Background: an optimization exercise with open tools, aiming at small area and a short achievable clock period. Do not read the settings as production practice. Only simulation tests tie the RTL to the original design; equivalence was not proved. No driver is modelled on the clock port, so clocking that relies on it looks cheaper here than on a real chip. Power and IR drop assume default switching activity.

Design SCPU, start of the top module:
module SCPU(clk, rst_n, in_valid, instruction, MEM_out, busy, out_valid, out0, out1, out2, out3, out4, out5, out6, out7, out8, out9, out10, out11, out12, out13, out14, out15, WEN, ADDR, MEM_in);
Size in the first run: about 440 flip-flops, roughly 330 I/O pins, ~28,000 um^2 of cells after synthesis.
==> flow/config.mk <==
export PLATFORM = sky130hd
export DESIGN_NAME = SCPU
export DESIGN_NICKNAME = SCPU
export VERILOG_FILES = /design/flow/design.v
export SDC_FILE = /design/flow/constraint.sdc
export NUM_CORES = 8
export LEC_CHECK = 0
export ABC_AREA = 1
export CAP_MARGIN = 10
export CORE_MARGIN = 2
export CORE_UTILIZATION = 40
export CTS_CLUSTER_DIAMETER = 100
export CTS_CLUSTER_SIZE = 25
export SETUP_SLACK_MARGIN = 5
export SLEW_MARGIN = 10
export SYNTH_HIERARCHICAL = 1
export SYNTH_MINIMUM_KEEP_SIZE = 0
export TNS_END_PERCENT = 20
==> flow/constraint.sdc <==
create_clock -name core_clock -period 8.0 [get_ports {clk}]
set_input_delay 1.6000 -clock core_clock [delete_from_list [all_inputs] [get_ports {clk}]]
set_output_delay 1.6000 -clock core_clock [all_outputs]
set_load 0.01 [all_outputs]
standard.sh (not shown) runs the stock make flow with config.mk's settings and CLKGATE_MAP_FILE= SYNTH_SCRIPT=/design/flow/synth_recipe.tcl, a recipe that flattens the netlist after the stock synthesis.
==> flow/flow/run.sh <==
#!/bin/bash
set -euo pipefail
bash standard.sh "BUFFER_PORTS_ARGS=-buffer_cell sky130_fd_sc_hd__buf_1" finish > standard.log 2>&1
Edit:
- CAP_MARGIN: 10 -> 0
- SLEW_MARGIN: 10 -> 0
- TNS_END_PERCENT: 20 -> 5
What happened: The new run ran to the end with violations: max-capacitance violations, max-slew violations. Critical path depth is unchanged. Routed wire length decreases slightly. Cell area goes up slightly.

* * *

Another version of the RTL of SCPU (not shown whole).
Size in the first run: ~4200 cells after synthesis, about 330 I/O pins, about 30000 um2 of cells after synthesis.
export LEC_CHECK = 0
export ABC_AREA = 1
export CAP_MARGIN = 0
export CORE_MARGIN = 2
export CORE_UTILIZATION = 40
export CTS_CLUSTER_DIAMETER = 100
export CTS_CLUSTER_SIZE = 25
export SETUP_SLACK_MARGIN = 5
export SLEW_MARGIN = 0
export SYNTH_HIERARCHICAL = 1
export SYNTH_MINIMUM_KEEP_SIZE = 0
export TNS_END_PERCENT = 5
create_clock -name core_clock -period 8.0 [get_ports {clk}]
Scripts as last shown in full above: flow/flow/run.sh
Then changed:
==> flow/flow/run.sh (replaced) <==
#!/bin/bash
set -euo pipefail
bash standard.sh "BUFFER_PORTS_ARGS=-buffer_cell sky130_fd_sc_hd__buf_1" RECOVER_POWER=100 finish > standard.log 2>&1
Settings changed: CAP_MARGIN 0 to 20, SLEW_MARGIN 0 to 20.
=>
- Now the flow produced a layout that fails on capacitance limit, slew limit
- non-clock buffer count is unchanged
- power decreases by 2.1%
- fmax decreases by 41%
- routed wire length is about the same
- worst setup slack got worse by 2.2 ns
- final area decreases by 1.8%
- utilization decreases by 0.84 points
- register-to-register slack got worse by 2.2 ns
- synthesized area stays the same
- global-route usage is unchanged
Then changed:
==> flow/flow/run.sh (replaced) <==
#!/bin/bash
set -euo pipefail
bash standard.sh "BUFFER_PORTS_ARGS=-buffer_cell sky130_fd_sc_hd__buf_1" finish > standard.log 2>&1
Settings changed: CORE_UTILIZATION 40 to 45, TNS_END_PERCENT 5 to not set.
Outcome:
- The changed run finished clean
- power climbs by a few percent
- die area drops by roughly a tenth
- sequential power climbs slightly
Then changed:
==> flow/flow/run.sh (replaced) <==
#!/bin/bash
set -euo pipefail
MARGIN=5.3
bash standard.sh "BUFFER_PORTS_ARGS=-buffer_cell sky130_fd_sc_hd__buf_1" "SETUP_SLACK_MARGIN=$MARGIN" finish > standard.log 2>&1
Settings changed: CORE_UTILIZATION 45 to 40, SETUP_SLACK_MARGIN 5 to not set.
Outcome: The new run passed the timing, design-rule and antenna checks; routed wire length went up by about a fifth; non-clock buffer count went up by 434; core utilization went up by 8.0 points; global-route usage went down by 0.81 points.

* * *

SCPU again, from the RTL that the note above started with.
Settings: LEC_CHECK=0, ABC_AREA=1, CAP_MARGIN=0, CORE_MARGIN=2, CORE_UTILIZATION=40, CTS_CLUSTER_DIAMETER=100, CTS_CLUSTER_SIZE=25, PLACE_DENSITY=0.75, SETUP_SLACK_MARGIN=5, SLEW_MARGIN=0, SYNTH_HIERARCHICAL=1, SYNTH_MINIMUM_KEEP_SIZE=0, TNS_END_PERCENT=5; clock period 8.0 ns.
==> flow/flow/run.sh <==
#!/bin/bash
set -euo pipefail
bash standard.sh "BUFFER_PORTS_ARGS=-buffer_cell sky130_fd_sc_hd__buf_1" finish > standard.log 2>&1
Next try:
PLACE_DENSITY = 0.5   (was 0.75)
After rerunning: Non-clock buffer count grows by 8. Die area does not change. Synthesized cell count stays the same. Utilization grows by 0.19 points. Routed wire length grows by a few percent. Via count shrinks by a few percent. Clock-buffer cell count stays the same.
Next try:
CAP_MARGIN = 20   (was 0)
PLACE_DENSITY = not set   (was 0.5)
SLEW_MARGIN = 20   (was 0)
TNS_END_PERCENT = not set   (was 5)
What happened: Final area rose by 4.5%; non-clock buffer count rose by 82; routed wire length fell by 1.3%.
Next try:
TNS_END_PERCENT = 5   (was not set)
Effect: The changed run completed with no timing, DRC or antenna violations; cell area fell by 4.5%; via count is lower by 1.1%; utilization fell by 2.2 points; worst setup slack loses 0.074 ns; fmax drops by 2.3%; power went down by 5.4%; synthesized cell count is unchanged; register-to-register slack is worse by 0.13 ns; clock power goes down by about 3%; hold slack improved by 0.014 ns.

* * *

== zinc ==
SCPU again, from the RTL that the note above started with.
Settings: LEC_CHECK=0, ABC_AREA=1, CAP_MARGIN=0, CORE_MARGIN=2, CORE_UTILIZATION=40, CTS_CLUSTER_DIAMETER=100, CTS_CLUSTER_SIZE=25, SETUP_SLACK_MARGIN=5, SLEW_MARGIN=0, SYNTH_HIERARCHICAL=1, SYNTH_MINIMUM_KEEP_SIZE=0, TNS_END_PERCENT=5; clock period 8.0 ns.
==> flow/flow/run.sh <==
#!/bin/bash
set -euo pipefail
bash standard.sh "BUFFER_PORTS_ARGS=-buffer_cell sky130_fd_sc_hd__buf_1" "POST_CTS_TCL=$(pwd)/flow/post_cts.tcl" finish > standard.log 2>&1
==> flow/flow/post_cts.tcl <==
# After CTS and its timing repair: downsize cells that are off the paths
# that limit the period (keeping the setup slack margin), then legalize.
log_cmd repair_timing -recover_power 100 -setup_margin $::env(SETUP_SLACK_MARGIN) -match_cell_footprint -verbose
set result [catch { detailed_placement } msg]
if { $result != 0 } { error "Detailed placement failed after power recovery: $msg" }
log_cmd estimate_parasitics -placement
report_worst_slack
Relative to zinc, the following input files were edited for yarrow:
- CAP_MARGIN now 20, was 0
- SETUP_SLACK_MARGIN now 4.8, was 5
- TNS_END_PERCENT no longer set, was 5
- SLEW_MARGIN now 20, was 0
==> flow/flow/run.sh <==
#!/bin/bash
set -euo pipefail
bash standard.sh "BUFFER_PORTS_ARGS=-buffer_cell sky130_fd_sc_hd__buf_1" finish > standard.log 2>&1
removed: flow/flow/post_cts.tcl
==> comparison <==
Looking only at maximum clock rate, and setting everything else aside, the higher value of zinc and yarrow goes to zinc.
Cmp yarrow vs zinc: switching power summed over all nets lower in yarrow
Clock share of power: yarrow vs zinc — no meaningful difference
In yarrow, the initial antenna violation count came out 2 above the value in zinc.
The number of placed cells counting well taps was comparable across zinc and yarrow.
Fraction of area in clock buffers and inverters: zinc vs yarrow, no meaningful difference
Looking at combinational group share of total power across zinc and yarrow, the one that comes out lower is yarrow.
There was hardly any difference in area occupied by registers between yarrow and zinc.

==> static timing again, ports no longer ideal <==
Ports are ideal in the flow. The routed layouts listed here were re-timed in OpenROAD.
Step 1 (the two cells are an assumption about what drives the block):
set clk [get_ports {clk}]
set_driving_cell -lib_cell sky130_fd_sc_hd__clkbuf_16 $clk
set_driving_cell -lib_cell sky130_fd_sc_hd__buf_2 [delete_from_list [all_inputs] $clk]
Step 2 adds t to the input delays and takes it off the output delays; t is the mean of the earliest and latest rising clock arrival at the registers after step 1. Input paths then give back, and output paths get back, about the clock's delay inside the block.
a / b / c = ideal / step 1 / step 2; a / b = the first two.
| run | t (ns) | setup WS [ns] | cell pins on the clock port's net |
|---|---|---|---|
| the first run of note 1 | 0.679 | 4.751 / 4.682 / 4.119 | 1 |
| the second run of note 1 | 0.680 | 4.814 / 4.746 / 4.199 | 1 |
| the first run of note 2 | 0.700 | 4.849 / 4.775 / 4.185 | 1 |
| the second run of note 2 | 0.699 | 2.665 / 2.665 / 2.665 | 1 |
| the third run of note 2 | 0.703 | 4.842 / 4.770 / 4.171 | 1 |
| the fourth run of note 2 | 0.724 | 4.882 / 4.811 / 4.215 | 1 |
| the first run of note 3 | 0.698 | 4.860 / 4.790 / 4.120 | 1 |
| the second run of note 3 | 0.698 | 4.815 / 4.743 / 4.138 | 1 |
| the third run of note 3 | 0.709 | 4.876 / 4.805 / 4.253 | 1 |
| the fourth run of note 3 | 0.701 | 4.802 / 4.776 / 4.135 | 1 |
| zinc | 0.697 | 4.799 / 4.785 / 4.131 | 1 |
| yarrow | 0.679 | 4.702 / 4.702 / 4.128 | 1 |
The setup slack of the first run of note 3, which loses most, moves by -0.070 ns with the drivers and by -0.740 ns with both steps.
